Source: an optimization exercise on an open RTL-to-GDS flow (aim: small area, a short achievable clock period and few clock cycles per item). Production flows keep margins and buffers that such runs may drop. Function was checked by simulation only, so behaviour that the tests miss may differ from the original.

### config.mk
export PLATFORM = sky130hd
export DESIGN_NAME = Noekeon
export DESIGN_NICKNAME = Noekeon
export VERILOG_FILES = /design/flow/design.v
export SDC_FILE = /design/flow/constraint.sdc
export NUM_CORES = 4
export LEC_CHECK = 0
export CAP_MARGIN = 20
export CORE_MARGIN = 2
export CORE_UTILIZATION = 40
export SLEW_MARGIN = 20
### design.v
module NoekeonGammaSbox(
	input wire	[3:0] inData,
	output wire	[3:0]	outData
);
assign outData =
	(inData == 4'h0) ? 4'h7:
	(inData == 4'h1) ? 4'hA:
	(inData == 4'h2) ? 4'h2:
	(inData == 4'h3) ? 4'hC:
	(inData == 4'h4) ? 4'h4:
	(inData == 4'h5) ? 4'h8:
	(inData == 4'h6) ? 4'hF:
	(inData == 4'h7) ? 4'h0:
	(inData == 4'h8) ? 4'h5:
	(inData == 4'h9) ? 4'h9:
	(inData == 4'hA) ? 4'h1:
	(inData == 4'hB) ? 4'hE:
	(inData == 4'hC) ? 4'h3:
	(inData == 4'hD) ? 4'hD:
	(inData == 4'hE) ? 4'hB:
	4'h6;	
endmodule
module NoekeonGamma(
	input wire	[127:0]	inData,
	output wire	[127:0]	outData
);
NoekeonGammaSbox sbox00(.inData({inData[096], inData[064], inData[032], inData[000]}), .outData({outData[096], outData[064], outData[032], outData[000]}));
NoekeonGammaSbox sbox01(.inData({inData[097], inData[065], inData[033], inData[001]}), .outData({outData[097], outData[065], outData[033], outData[001]}));
NoekeonGammaSbox sbox02(.inData({inData[098], inData[066], inData[034], inData[002]}), .outData({outData[098], outData[066], outData[034], outData[002]}));
NoekeonGammaSbox sbox03(.inData({inData[099], inData[067], inData[035], inData[003]}), .outData({outData[099], outData[067], outData[035], outData[003]}));
NoekeonGammaSbox sbox04(.inData({inData[100], inData[068], inData[036], inData[004]}), .outData({outData[100], outData[068], outData[036], outData[004]}));
NoekeonGammaSbox sbox05(.inData({inData[101], inData[069], inData[037], inData[005]}), .outData({outData[101], outData[069], outData[037], outData[005]}));
NoekeonGammaSbox sbox06(.inData({inData[102], inData[070], inData[038], inData[006]}), .outData({outData[102], outData[070], outData[038], outData[006]}));
NoekeonGammaSbox sbox07(.inData({inData[103], inData[071], inData[039], inData[007]}), .outData({outData[103], outData[071], outData[039], outData[007]}));
NoekeonGammaSbox sbox08(.inData({inData[104], inData[072], inData[040], inData[008]}), .outData({outData[104], outData[072], outData[040], outData[008]}));
NoekeonGammaSbox sbox09(.inData({inData[105], inData[073], inData[041], inData[009]}), .outData({outData[105], outData[073], outData[041], outData[009]}));
NoekeonGammaSbox sbox10(.inData({inData[106], inData[074], inData[042], inData[010]}), .outData({outData[106], outData[074], outData[042], outData[010]}));
NoekeonGammaSbox sbox11(.inData({inData[107], inData[075], inData[043], inData[011]}), .outData({outData[107], outData[075], outData[043], outData[011]}));
NoekeonGammaSbox sbox12(.inData({inData[108], inData[076], inData[044], inData[012]}), .outData({outData[108], outData[076], outData[044], outData[012]}));
NoekeonGammaSbox sbox13(.inData({inData[109], inData[077], inData[045], inData[013]}), .outData({outData[109], outData[077], outData[045], outData[013]}));
NoekeonGammaSbox sbox14(.inData({inData[110], inData[078], inData[046], inData[014]}), .outData({outData[110], outData[078], outData[046], outData[014]}));
NoekeonGammaSbox sbox15(.inData({inData[111], inData[079], inData[047], inData[015]}), .outData({outData[111], outData[079], outData[047], outData[015]}));
NoekeonGammaSbox sbox16(.inData({inData[112], inData[080], inData[048], inData[016]}), .outData({outData[112], outData[080], outData[048], outData[016]}));
NoekeonGammaSbox sbox17(.inData({inData[113], inData[081], inData[049], inData[017]}), .outData({outData[113], outData[081], outData[049], outData[017]}));
NoekeonGammaSbox sbox18(.inData({inData[114], inData[082], inData[050], inData[018]}), .outData({outData[114], outData[082], outData[050], outData[018]}));
NoekeonGammaSbox sbox19(.inData({inData[115], inData[083], inData[051], inData[019]}), .outData({outData[115], outData[083], outData[051], outData[019]}));
NoekeonGammaSbox sbox20(.inData({inData[116], inData[084], inData[052], inData[020]}), .outData({outData[116], outData[084], outData[052], outData[020]}));
NoekeonGammaSbox sbox21(.inData({inData[117], inData[085], inData[053], inData[021]}), .outData({outData[117], outData[085], outData[053], outData[021]}));
NoekeonGammaSbox sbox22(.inData({inData[118], inData[086], inData[054], inData[022]}), .outData({outData[118], outData[086], outData[054], outData[022]}));
NoekeonGammaSbox sbox23(.inData({inData[119], inData[087], inData[055], inData[023]}), .outData({outData[119], outData[087], outData[055], outData[023]}));
NoekeonGammaSbox sbox24(.inData({inData[120], inData[088], inData[056], inData[024]}), .outData({outData[120], outData[088], outData[056], outData[024]}));
NoekeonGammaSbox sbox25(.inData({inData[121], inData[089], inData[057], inData[025]}), .outData({outData[121], outData[089], outData[057], outData[025]}));
NoekeonGammaSbox sbox26(.inData({inData[122], inData[090], inData[058], inData[026]}), .outData({outData[122], outData[090], outData[058], outData[026]}));
NoekeonGammaSbox sbox27(.inData({inData[123], inData[091], inData[059], inData[027]}), .outData({outData[123], outData[091], outData[059], outData[027]}));
NoekeonGammaSbox sbox28(.inData({inData[124], inData[092], inData[060], inData[028]}), .outData({outData[124], outData[092], outData[060], outData[028]}));
NoekeonGammaSbox sbox29(.inData({inData[125], inData[093], inData[061], inData[029]}), .outData({outData[125], outData[093], outData[061], outData[029]}));
NoekeonGammaSbox sbox30(.inData({inData[126], inData[094], inData[062], inData[030]}), .outData({outData[126], outData[094], outData[062], outData[030]}));
NoekeonGammaSbox sbox31(.inData({inData[127], inData[095], inData[063], inData[031]}), .outData({outData[127], outData[095], outData[063], outData[031]}));
endmodule
module NoekeonPi1(
	input wire	[127:0]	inData,
	output wire	[127:0]	outData
);
assign outData[31:0]		= inData[31:0];
assign outData[63:32]	= {inData[62:32],inData[63]};
assign outData[95:64]	= {inData[90:64],inData[95:91]};
assign outData[127:96]	= {inData[125:96],inData[127:126]};
endmodule
module NoekeonPi2(
	input wire	[127:0]	inData,
	output wire	[127:0]	outData
);
assign outData[31:0]		= inData[31:0];
assign outData[63:32]	= {inData[32],inData[63:33]};
assign outData[95:64]	= {inData[68:64],inData[95:69]};
assign outData[127:96]	= {inData[97:96],inData[127:98]};
endmodule
module NoekeonTheta(
	input wire	[127:0]	inData,
	input wire	[127:0]	inKey,
	output wire	[127:0]	outData
);
assign outData[007:000] = inKey[007:000] ^ inData[039:032] ^ inKey[039:032] ^ inData[103:096] ^ inKey[103:096] ^ inData[047:040] ^ inKey[047:040] ^ inData[111:104] ^ inKey[111:104] ^ inData[063:056] ^ inKey[063:056] ^ inData[127:120] ^ inData[007:000] ^ inKey[127:120];
assign outData[015:008] = inKey[015:008] ^ inData[047:040] ^ inKey[047:040] ^ inData[111:104] ^ inKey[111:104] ^ inData[055:048] ^ inKey[055:048] ^ inData[119:112] ^ inKey[119:112] ^ inData[039:032] ^ inKey[039:032] ^ inData[103:096] ^ inData[015:008] ^ inKey[103:096];
assign outData[023:016] = inKey[023:016] ^ inData[055:048] ^ inKey[055:048] ^ inData[119:112] ^ inKey[119:112] ^ inData[063:056] ^ inKey[063:056] ^ inData[127:120] ^ inKey[127:120] ^ inData[047:040] ^ inKey[047:040] ^ inData[111:104] ^ inData[023:016] ^ inKey[111:104];
assign outData[031:024] = inKey[031:024] ^ inData[063:056] ^ inKey[063:056] ^ inData[127:120] ^ inKey[127:120] ^ inData[039:032] ^ inKey[039:032] ^ inData[103:096] ^ inKey[103:096] ^ inData[055:048] ^ inKey[055:048] ^ inData[119:112] ^ inData[031:024] ^ inKey[119:112];
assign outData[039:032] = inData[039:032] ^ inData[007:000] ^ inData[071:064] ^ inData[015:008] ^ inData[079:072] ^ inData[031:024] ^ inData[095:088] ^ inKey[039:032];
assign outData[047:040] = inData[047:040] ^ inData[015:008] ^ inData[079:072] ^ inData[023:016] ^ inData[087:080] ^ inData[007:000] ^ inData[071:064] ^ inKey[047:040];
assign outData[055:048] = inData[055:048] ^ inData[023:016] ^ inData[087:080] ^ inData[031:024] ^ inData[095:088] ^ inData[015:008] ^ inData[079:072] ^ inKey[055:048];
assign outData[063:056] = inData[063:056] ^ inData[031:024] ^ inData[095:088] ^ inData[007:000] ^ inData[071:064] ^ inData[023:016] ^ inData[087:080] ^ inKey[063:056];
assign outData[071:064] = inKey[071:064] ^ inData[039:032] ^ inKey[039:032] ^ inData[103:096] ^ inKey[103:096] ^ inData[047:040] ^ inKey[047:040] ^ inData[111:104] ^ inKey[111:104] ^ inData[063:056] ^ inKey[063:056] ^ inData[127:120] ^ inData[071:064] ^ inKey[127:120];
assign outData[079:072] = inKey[079:072] ^ inData[047:040] ^ inKey[047:040] ^ inData[111:104] ^ inKey[111:104] ^ inData[055:048] ^ inKey[055:048] ^ inData[119:112] ^ inKey[119:112] ^ inData[039:032] ^ inKey[039:032] ^ inData[103:096] ^ inData[079:072] ^ inKey[103:096];
assign outData[087:080] = inKey[087:080] ^ inData[055:048] ^ inKey[055:048] ^ inData[119:112] ^ inKey[119:112] ^ inData[063:056] ^ inKey[063:056] ^ inData[127:120] ^ inKey[127:120] ^ inData[047:040] ^ inKey[047:040] ^ inData[111:104] ^ inData[087:080] ^ inKey[111:104];
assign outData[095:088] = inKey[095:088] ^ inData[063:056] ^ inKey[063:056] ^ inData[127:120] ^ inKey[127:120] ^ inData[039:032] ^ inKey[039:032] ^ inData[103:096] ^ inKey[103:096] ^ inData[055:048] ^ inKey[055:048] ^ inData[119:112] ^ inData[095:088] ^ inKey[119:112];
assign outData[103:096] = inData[103:096] ^ inData[007:000] ^ inData[071:064] ^ inData[015:008] ^ inData[079:072] ^ inData[031:024] ^ inData[095:088] ^ inKey[103:096];
assign outData[111:104] = inData[111:104] ^ inData[015:008] ^ inData[079:072] ^ inData[023:016] ^ inData[087:080] ^ inData[007:000] ^ inData[071:064] ^ inKey[111:104];
assign outData[119:112] = inData[119:112] ^ inData[023:016] ^ inData[087:080] ^ inData[031:024] ^ inData[095:088] ^ inData[015:008] ^ inData[079:072] ^ inKey[119:112];
assign outData[127:120] = inData[127:120] ^ inData[031:024] ^ inData[095:088] ^ inData[007:000] ^ inData[071:064] ^ inData[023:016] ^ inData[087:080] ^ inKey[127:120];
endmodule
module NoekeonKeyTheta(
	input wire	[127:0]	inKey,
	input wire				inDecipher,  
	output wire	[127:0]	outKey
);
wire	[127:0]	outTheta;
NoekeonTheta noekeon_Theta(
		.inData(inKey),
		.inKey(128'h0),
		.outData(outTheta)
);
assign outKey = (inDecipher == 1'b1) ? outTheta : inKey;
endmodule
module NoekeonRoundSh(
	input wire	[127:0]	inData,
	input wire	[127:0]	inKey,
	input wire	[7:0]		inRoundconst,
	input wire				inDecipher,			 
	output wire	[127:0]	outData
);
wire	[127:0]	temp1;
wire	[127:0]	temp2;
wire	[127:0]	temp3;
wire	[127:0]	temp4;
wire	[127:0]	temp5;
assign temp1 = (inDecipher == 1'b1) ? inData: {inData[127:8],inData[7:0]^inRoundconst};
NoekeonTheta noekeon_theta(.inKey(inKey), .inData(temp1), .outData(temp2));
assign temp3 = (inDecipher == 1'b0) ? temp2: {temp2[127:8],temp2[7:0]^inRoundconst};
NoekeonPi1 noekeon_Pi1(.inData(temp3), .outData(temp4));
NoekeonGamma noekeon_gamma(.inData(temp4), .outData(temp5));
NoekeonPi2 noekeon_Pi2(.inData(temp5), .outData(outData));
endmodule
module NoekeonLastRoundSh(
	input wire	[127:0]	inData,
	input wire	[127:0]	inKey,
	input wire	[7:0]		inRoundconst,
	input wire				inDecipher,		 
	output wire	[127:0]	outData
);
wire	[127:0]	temp1;
wire	[127:0]	temp2;
assign temp1 = (inDecipher == 1'b1) ? inData: {inData[127:8],inData[7:0]^inRoundconst};
NoekeonTheta noekeon_theta(.inKey(inKey), .inData(temp1), .outData(temp2));
assign outData = (inDecipher == 1'b0) ? temp2: {temp2[127:8],temp2[7:0]^inRoundconst};
endmodule
module NoekeonConstatBox(
	input wire	[4:0]		inRoundNum,
	output wire	[7:0]		outRoundConst
);
assign outRoundConst =
	(inRoundNum == 5'd00) ? 8'h80:
	(inRoundNum == 5'd01) ? 8'h1B:
	(inRoundNum == 5'd02) ? 8'h36:
	(inRoundNum == 5'd03) ? 8'h6C:
	(inRoundNum == 5'd04) ? 8'hD8:
	(inRoundNum == 5'd05) ? 8'hAB:
	(inRoundNum == 5'd06) ? 8'h4D:
	(inRoundNum == 5'd07) ? 8'h9A:
	(inRoundNum == 5'd08) ? 8'h2F:
	(inRoundNum == 5'd09) ? 8'h5E:
	(inRoundNum == 5'd10) ? 8'hBC:
	(inRoundNum == 5'd11) ? 8'h63:
	(inRoundNum == 5'd12) ? 8'hC6:
	(inRoundNum == 5'd13) ? 8'h97:
	(inRoundNum == 5'd14) ? 8'h35:
	(inRoundNum == 5'd15) ? 8'h6A:
	8'hD4;
endmodule
module NoekeonDataReg(
	input wire				inClk,
	input wire				inReset,
	input wire				inDataWrKey,		 
	input wire	[127:0]	inDataDataKey,
	input wire				inDataWrExt,		 
	input wire	[127:0]	inDataDataExt,
	input wire	 			inDatawrInt,		 
	input wire	[127:0]	inDataDataInt,
	output wire	[127:0]	outData
);
reg [127:0]		DataReg;
always @(posedge(inClk) or posedge(inReset))
begin
	if(inReset == 1'b1) begin
		DataReg <= 128'b0;
	end else begin
		if(inDataWrKey == 1'b1) begin
			DataReg <= inDataDataKey;
		end else begin
			if (inDataWrExt == 1'b1) begin
				DataReg <= inDataDataExt;
			end else begin
				if (inDatawrInt == 1'b1) begin
					DataReg <= inDataDataInt;
				end
			end
		end
	end
end
assign outData = DataReg;
endmodule
module NoekeonDataOutReg(
	input wire 				inClk,
	input wire				inReset,
	input wire	[127:0]	inData,
	input wire				inWr,
	output wire [127:0]	outData
);
reg [127:0]		DataOutReg;
always @(posedge(inClk) or posedge(inReset))
begin
	if(inReset == 1'b1) begin
		DataOutReg <= 128'b0;
	end else begin
		if(inWr == 1'b1) begin
			DataOutReg <= inData;
		end
	end
end
assign outData = DataOutReg;
endmodule
module NoekeonKeyReg(
	input wire				inClk,
	input wire				inReset,
	input wire				inClear,		 
	input wire				inKeyWrExt,		 
	input wire	[127:0]	inKeyDataExt,
	input wire	 			inKeywrInt,		 
	input wire	[127:0]	inKeyDataInt,
	output wire	[127:0]	outKey
);
reg [127:0]		KeyReg;
always @(posedge(inClk) or posedge(inReset))
begin
	if(inReset == 1'b1) begin
		KeyReg <= 128'b0;
	end else begin
		if(inClear == 1'b1) begin
			KeyReg <= 128'b0;
		end else if(inKeyWrExt == 1'b1) begin
			KeyReg <= inKeyDataExt;
		end else begin
			if (inKeywrInt == 1'b1) begin
				KeyReg <= inKeyDataInt;
			end
		end
	end
end
assign outKey = KeyReg;
endmodule
module NoekeonControl(
	input wire				inClk,
	input wire				inReset,
	input wire				inMode,			 
	input wire				inDecipher,		 
	input wire				inDataWr,
	input wire				inKeyWr,
	output wire				outBusy,
	output wire				outKeyWrCipher,	 
	output wire				outKeyWrExt,		 
	output wire				outDataWrKey,		 
	output wire				outDataWrExt,		 
	output wire 			outDatawrInt,		 
	output wire	[4:0]		outRoundNumber,	 
	output wire				outRegOutDataWr,	 
	output wire				outIntDecipher,
	output wire				outResetKey			 
);
reg	[4:0]		regRoundNum; 
reg	[2:0]		regState;
reg				regMode;
reg				regDecipher;
always @(posedge(inClk) or posedge(inReset)) begin
	if(inReset == 1'b1) begin
		regRoundNum <= 5'b0; 
		regState <= 3'd0;
		regMode <= 1'd0;
		regDecipher <= 1'd0;
	end else begin
		case(regState)
			3'd0 :	begin
							if((inKeyWr == 1'b1) & (inMode == 1'b1)) begin
								regState <= 3'd1;
								regRoundNum <= 5'b0;
								regDecipher <= 1'b0;
								regMode <= 1'b1;
							end else begin
								if(inDataWr == 1'b1) begin
									regMode <= 1'b0;
									if(inDecipher == 1'b0) begin
										regState <= 3'd1;
										regDecipher <= 1'b0;
										regRoundNum <= 5'b0;
									end else begin
										regState <= 3'd4;
										regDecipher <= 1'b1;
										regRoundNum <= 5'd16;
									end
								end
							end
						end
			3'd1 :	begin
							if(regRoundNum < 5'd15) begin
								regRoundNum <= regRoundNum + 5'd1;
							end else begin
								if(regMode == 1'b1) begin
									regState <= 3'd2;
									regRoundNum <= regRoundNum + 5'd1;
								end else begin
									regState <= 3'd3;
									regRoundNum <= regRoundNum + 5'd1;
								end
							end
						end
			3'd2 :	begin
							regState <= 3'd0;
						end
			3'd3 :	begin
							regState <= 3'd0;
						end
			3'd4 :	begin
							if(regRoundNum > 5'd1) begin
								regRoundNum <= regRoundNum - 5'd1;
							end else begin
								regState <= 3'd5;
								regRoundNum <= regRoundNum - 5'd1;
							end
						end
			3'd5 :	begin
							regState <= 3'd0;
						end
		endcase
	end
end
assign outRoundNumber = regRoundNum;
assign outKeyWrExt = ((regState == 3'd0) & (inKeyWr==1'b1) & (inMode==1'b0)) ? 1'b1 : 1'b0;
assign outDataWrKey = ((regState == 3'd0) & (inKeyWr==1'b1) & (inMode==1'b1)) ? 1'b1 : 1'b0;
assign outKeyWrCipher = (regState == 3'd2) ? 1'b1 : 1'b0;
assign outRegOutDataWr = ((regState == 3'd3) | (regState == 3'd5)) ? 1'b1 : 1'b0;
assign outDatawrInt = ((regState == 3'd1) | (regState == 3'd4)) ? 1'b1 : 1'b0;
assign outIntDecipher = regDecipher;
assign outDataWrExt = ((regState == 3'd0) & (inDataWr==1'b1)) ? 1'b1 : 1'b0;
assign outBusy = (regState == 3'd0) ? 1'b0 : 1'b1;
assign outResetKey = ((regState == 3'd0) & (inKeyWr == 1'b1) & (inMode == 1'b1)) ? 1'b1 : 1'b0;
endmodule
module Noekeon(
	input wire				inClk,
	input wire				inReset,
	input wire				inMode,			 
	input wire				inDecipher,		 
	input wire				inDataWr,
	input wire	[127:0]	inDataData,
	input wire				inKeyWr,
	input wire	[127:0]	inKeyData,
	output wire				outBusy,
	output wire	[127:0]	outData
);
wire			controlOutKeyWrCipher;	 
wire			controlOutKeyWrExt;		 
wire			controlOutDataWrKey;		 
wire			controlOutDataWrExt;		 
wire			controlOutDatawrInt;		 
wire			controlOutRegOutDataWr;	 
wire			controlOutResetKey;		 
wire				controlOutIntDecipher;
wire	[127:0]	keyBeforeTheta;
wire	[127:0]	keyAfterTheta;
wire	[4:0]		controlOutRoundNumber;   
wire	[7:0]		roundConstant;
wire	[127:0]	regDataData;
wire	[127:0]	LastRoundData;
wire	[127:0]	RoundData;
NoekeonControl noekeon_Control(
	.inClk(inClk),
	.inReset(inReset),
	.inMode(inMode),
	.inDecipher(inDecipher),
	.inDataWr(inDataWr),
	.inKeyWr(inKeyWr),
	.outBusy(outBusy),
	.outKeyWrCipher(controlOutKeyWrCipher),	
	.outKeyWrExt(controlOutKeyWrExt),		
	.outDataWrKey(controlOutDataWrKey),
	.outDataWrExt(controlOutDataWrExt),
	.outDatawrInt(controlOutDatawrInt),
	.outRoundNumber(controlOutRoundNumber),
	.outRegOutDataWr(controlOutRegOutDataWr),
	.outIntDecipher(controlOutIntDecipher),
	.outResetKey(controlOutResetKey)
);
NoekeonKeyReg noekeon_KeyReg(
 	.inClk(inClk),
 	.inReset(inReset),
 	.inClear(controlOutResetKey),
 	.inKeyWrExt(controlOutKeyWrExt),
 	.inKeyDataExt(inKeyData),
  	.inKeywrInt(controlOutKeyWrCipher),
 	.inKeyDataInt(LastRoundData),
 	.outKey(keyBeforeTheta)
);
NoekeonDataReg noekeon_DataReg(
 	.inClk(inClk),
 	.inReset(inReset),
 	.inDataWrKey(controlOutDataWrKey),
 	.inDataDataKey(inKeyData),
 	.inDataWrExt(controlOutDataWrExt),
 	.inDataDataExt(inDataData),
  	.inDatawrInt(controlOutDatawrInt),
 	.inDataDataInt(RoundData),
 	.outData(regDataData)
);
NoekeonRoundSh noekeon_RoundSh(
 	.inData(regDataData),
 	.inKey(keyAfterTheta),
 	.inRoundconst(roundConstant),
 	.inDecipher(controlOutIntDecipher),
 	.outData(RoundData)
);
NoekeonLastRoundSh noekeon_LastRoundSh(
 	.inData(regDataData),
 	.inKey(keyAfterTheta),
 	.inRoundconst(roundConstant),
 	.inDecipher(controlOutIntDecipher),
 	.outData(LastRoundData)
);
NoekeonDataOutReg noekeon_DataOutReg(
	.inClk(inClk),
 	.inReset(inReset),
 	.inData(LastRoundData),
 	.inWr(controlOutRegOutDataWr),
	.outData(outData)
);
NoekeonConstatBox noekeon_ConstatBox(
 	.inRoundNum(controlOutRoundNumber),
	.outRoundConst(roundConstant)
);
NoekeonKeyTheta noekeon_KeyTheta(
 	.inKey(keyBeforeTheta),
 	.inDecipher(controlOutIntDecipher),
 	.outKey(keyAfterTheta)
);
endmodule
### constraint.sdc
create_clock -name core_clock -period 5.0 [get_ports {inClk}]
set_input_delay 1.0000 -clock core_clock [delete_from_list [all_inputs] [get_ports {inClk}]]
set_output_delay 1.0000 -clock core_clock [all_outputs]
set_load 0.01 [all_outputs]
### run.sh
#!/bin/bash
# synth_recipe.tcl (not shown) runs the flow's synth.tcl, then flattens the netlist and writes it again
# the make line also repeats each setting of config.mk as NAME=value (left out here)
make -C /OpenROAD-flow-scripts/flow DESIGN_CONFIG=/design/flow/config.mk WORK_HOME=/design/flow/orfs CLKGATE_MAP_FILE= SYNTH_SCRIPT=/design/flow/synth_recipe.tcl finish
==> notes.md <==
-- sequential cells by signal (all words and copies together) (netlist names) --
name / cells
noekeon_DataOutReg.DataOutReg: 128
noekeon_DataReg.DataReg: 128
noekeon_KeyReg.KeyReg: 128
noekeon_Control.regRoundNum: 5
noekeon_Control.regState: 3
noekeon_Control.regDecipher: 1
noekeon_Control.regMode: 1
-- worst register-to-register path, cell delays in order (launching register included) --
cell	delay, ps
dfrtp_1	450
inv_1	150
ha_1	590
nor2_1	230
a2111oi_0	690
or4_1	220
nand3_1	300
xnor2_1	740
xnor2_1	340
nor2_1	200
xor2_1	340
nand2_1	100
a21oi_1	140
-- cell usage after synthesis (10+ instances only) --
master,instances,area [sq um]
xnor2_1,512,4484
dfrtp_1,394,9859
nand2_1,380,1426
o21ai_0,350,1752
nor2_1,284,1066
a21oi_1,222,1111
xor2_1,163,1428
clkbuf_1,144,540.5
o22ai_1,70,437.9
xnor3_1,67,1509
mux2i_1,66,660.6
a221oi_1,58,508.0
mux2_2,33,371.6
nand2b_1,30,187.7
nor3_1,27,135.1
inv_1,23,86.33
buf_1,22,82.58
a31oi_1,21,131.4
nor2b_1,20,125.1
a211oi_1,16,120.1
nand3_1,16,80.08
a22oi_1,13,97.59
buf_2,13,65.06
a21o_1,12,90.09
o211ai_1,11,82.58
or2_2,10,62.56
xnor2_2,10,162.7
-- logic make-up (layout without fill, tap and decap cells) --
logic type                 Yosys count  after routing  synth area share (%)
xor gates and xnor gates           771            771                 28.19
and+or+nand+nor                    821            821                 12.23
adders and majority gates            6              6                0.2633
DFF                                394            394                 34.59
buffers and inverters              204            613                 2.761
AOI/OAI and AO/OA                  874            874                 18.35
muxes                               99             99                 3.621
-- metal layers --
metal	wire [um]	track usage, %	up-vias
li1	-	-	11710
met1	51600	45.53	12900
met2	54270	49.89	1381
met3	10140	4.571	200
met4	5859	13.91	0
met5	0	0	-
-- worst paths after layout --
check	from	depth (start not counted)	to	slack (ps)
setup / recovery	noekeon_Control.regRoundNum[1]	12	noekeon_DataReg.DataReg[101]	420
max in group asynchronous	inReset	3	noekeon_DataOutReg.DataOutReg[75]	3050
min in group asynchronous	inReset	2	noekeon_DataOutReg.DataOutReg[3]	860
setup reg to reg	noekeon_Control.regRoundNum[1]	12	noekeon_DataReg.DataReg[101]	420
hold / removal	noekeon_DataOutReg.DataOutReg[0]	2	noekeon_DataOutReg.DataOutReg[0]	480
hold reg to reg	noekeon_DataOutReg.DataOutReg[0]	2	noekeon_DataOutReg.DataOutReg[0]	480
-- layout make-up --
type	instances	area share (%)
Multi-Input combinational cell	2571	50.41
Sequential cell	394	27.67
Timing Repair Buffer	504	14.03
Clock buffer	75	3.996
Tap cell	940	3.301
Clock inverter	11	0.3371
Inverter	23	0.2528
-- through the flow --
stage	hold WS (ps)	area, sq um	util, %
final	477.7	35630	50.70
after global routing	501.3	35630	50.70
after CTS	482.4	35630	50.70
after detailed placement	467.4	34090	48.51
after global placement	460.9	34090	48.51
after floorplan	448.0	28510	-
==> notes.md <==
status=complete, no violations; post-synth net total=3,437; Final setup viols=0; max_slew headroom=26.23%; number of synthesized flops with an enable pin=0; Port Buf Inserts=390; initial antenna violation count=3; CTS-repair resized insts=0; Crit path largest cell delay=740 ps; CP Capture Type=register; DRT antenna net count=0; setup_tns=0 ps; Fillers=6,645; Pre-antenna DRT Iters=6; predominant post-synthesis flop cell=dfrtp_1; pre-CTS setup slack=639.0 ps; initial drt markers=2,973; Worst Path Arrival=5100 ps; Net count, final=3,809; fmax=218.1 MHz; post-synthesis cell area=28,510 sq um; FP Rows=97; CTS H-tree lvls=2; CTS clk-pin slew, worst paths=60 ps; routed len/inst=26.97 um; type of the worst min-delay path=reg2reg; maxcap violations=0; DPL Wire Length=92,060 um; Seq/Total Area, Yosys=34.59%; largest net degree at the start of global routing=135; Setup CP Type=reg2reg; worst-margin pin slew=1099 ps; Num Clock Sinks=394; CP startpoint kind=register; Yosys warnings=4; clk root buf=clkbuf_16; Via-to-Cell Ratio=5.798; Synth Instances=3,169; Post-CTS Setup Inserts=0; WP buf/inv=1; CTS Buf Count=47; synth unique cells=84; vias in the first global route=24,620; commonest non-fill, non-tap cell in the layout=xnor2_1; CTS tree=yes; register area=9861 sq um; gpl congestion=0.9672; Post-Route WL=121,900 um; Clk Latency, worst-skew pair=610 ps; worst-path fanout max=18; DIE AREA=73,420 sq um; Tcrit/Tclk final=91.70%; Crit path max-delay family=XOR/XNOR gates; Seq cells post-synth=394; Post-Layout Cell Count=4,518; RSZ-0062 raised after global routing=false; Slew Viols, Final=0; drc violations=0; core area=70,270 sq um; share of layout cells above drive strength 1=7.798%; IO Count=391; Post-synth ARST share=100.0%; Die Ht=271.0 um; DP Cell Count=4,432; CTS Buffer Depth=3; area of the multi-input gates=17,960 sq um; CP max stage cell=xnor2_1; first-pass GRT wire length=175,500 um; area added between synthesis and finish=24.99%; commonest non-fill, non-tap cells in the layout=xnor2_1, dfrtp_1, clkdlybuf4s50_1; crit path cell chain=inv_1 -> ha_1 -> nor2_1 -> a2111oi_0 -> or4_1 -> nand3_1 -> xnor2_1 -> xnor2_1 -> nor2_1 -> xor2_1 -> nand2_1 -> a21oi_1; ANT cells=0; initial core utilization=40.57%; all-layer global routing usage=32.45%; Final Critical Period=4585 ps; Clock Skew=23.94 ps; WP data required=5520 ps; Die X=271.0 um; Mean Syn Cell Area=8.995 sq um; post-layout worst setup margin=415.1 ps; vias=26,200; gr ovfl total=0; final hold violation count=0; CTS Hold Bufs=0
Testbench counts, summed over its fixed seeds: cycles 6,912, items 368.

what the ideal ports hide:
Ports are ideal in the flow. The routed layout listed here was re-timed in OpenROAD. Step 1 (the two cells are an assumption about what drives the block):
set clk [get_ports {inClk}]
set_driving_cell -lib_cell sky130_fd_sc_hd__clkbuf_16 $clk
set_driving_cell -lib_cell sky130_fd_sc_hd__buf_2 [delete_from_list [all_inputs] $clk]
Step 2 also shifts input and output timing later by t, the mid clock arrival at the registers, as if the neighbouring blocks saw the same clock. Slacks: ideal ports / drivers / drivers and shift; pairs: ideal ports / drivers.
shift t [ns]: 0.666
setup WS [ns]: 0.415 / 0.415 / 0.415
hold WS [ns]: 0.478 / 0.478 / 0.478
worst slew at a driven data input, ns: 0.08
After both steps setup and hold are still met in this run. For this run, drivers alone change the setup slack by 0.000 ns; drivers and shift together by 0.000 ns.
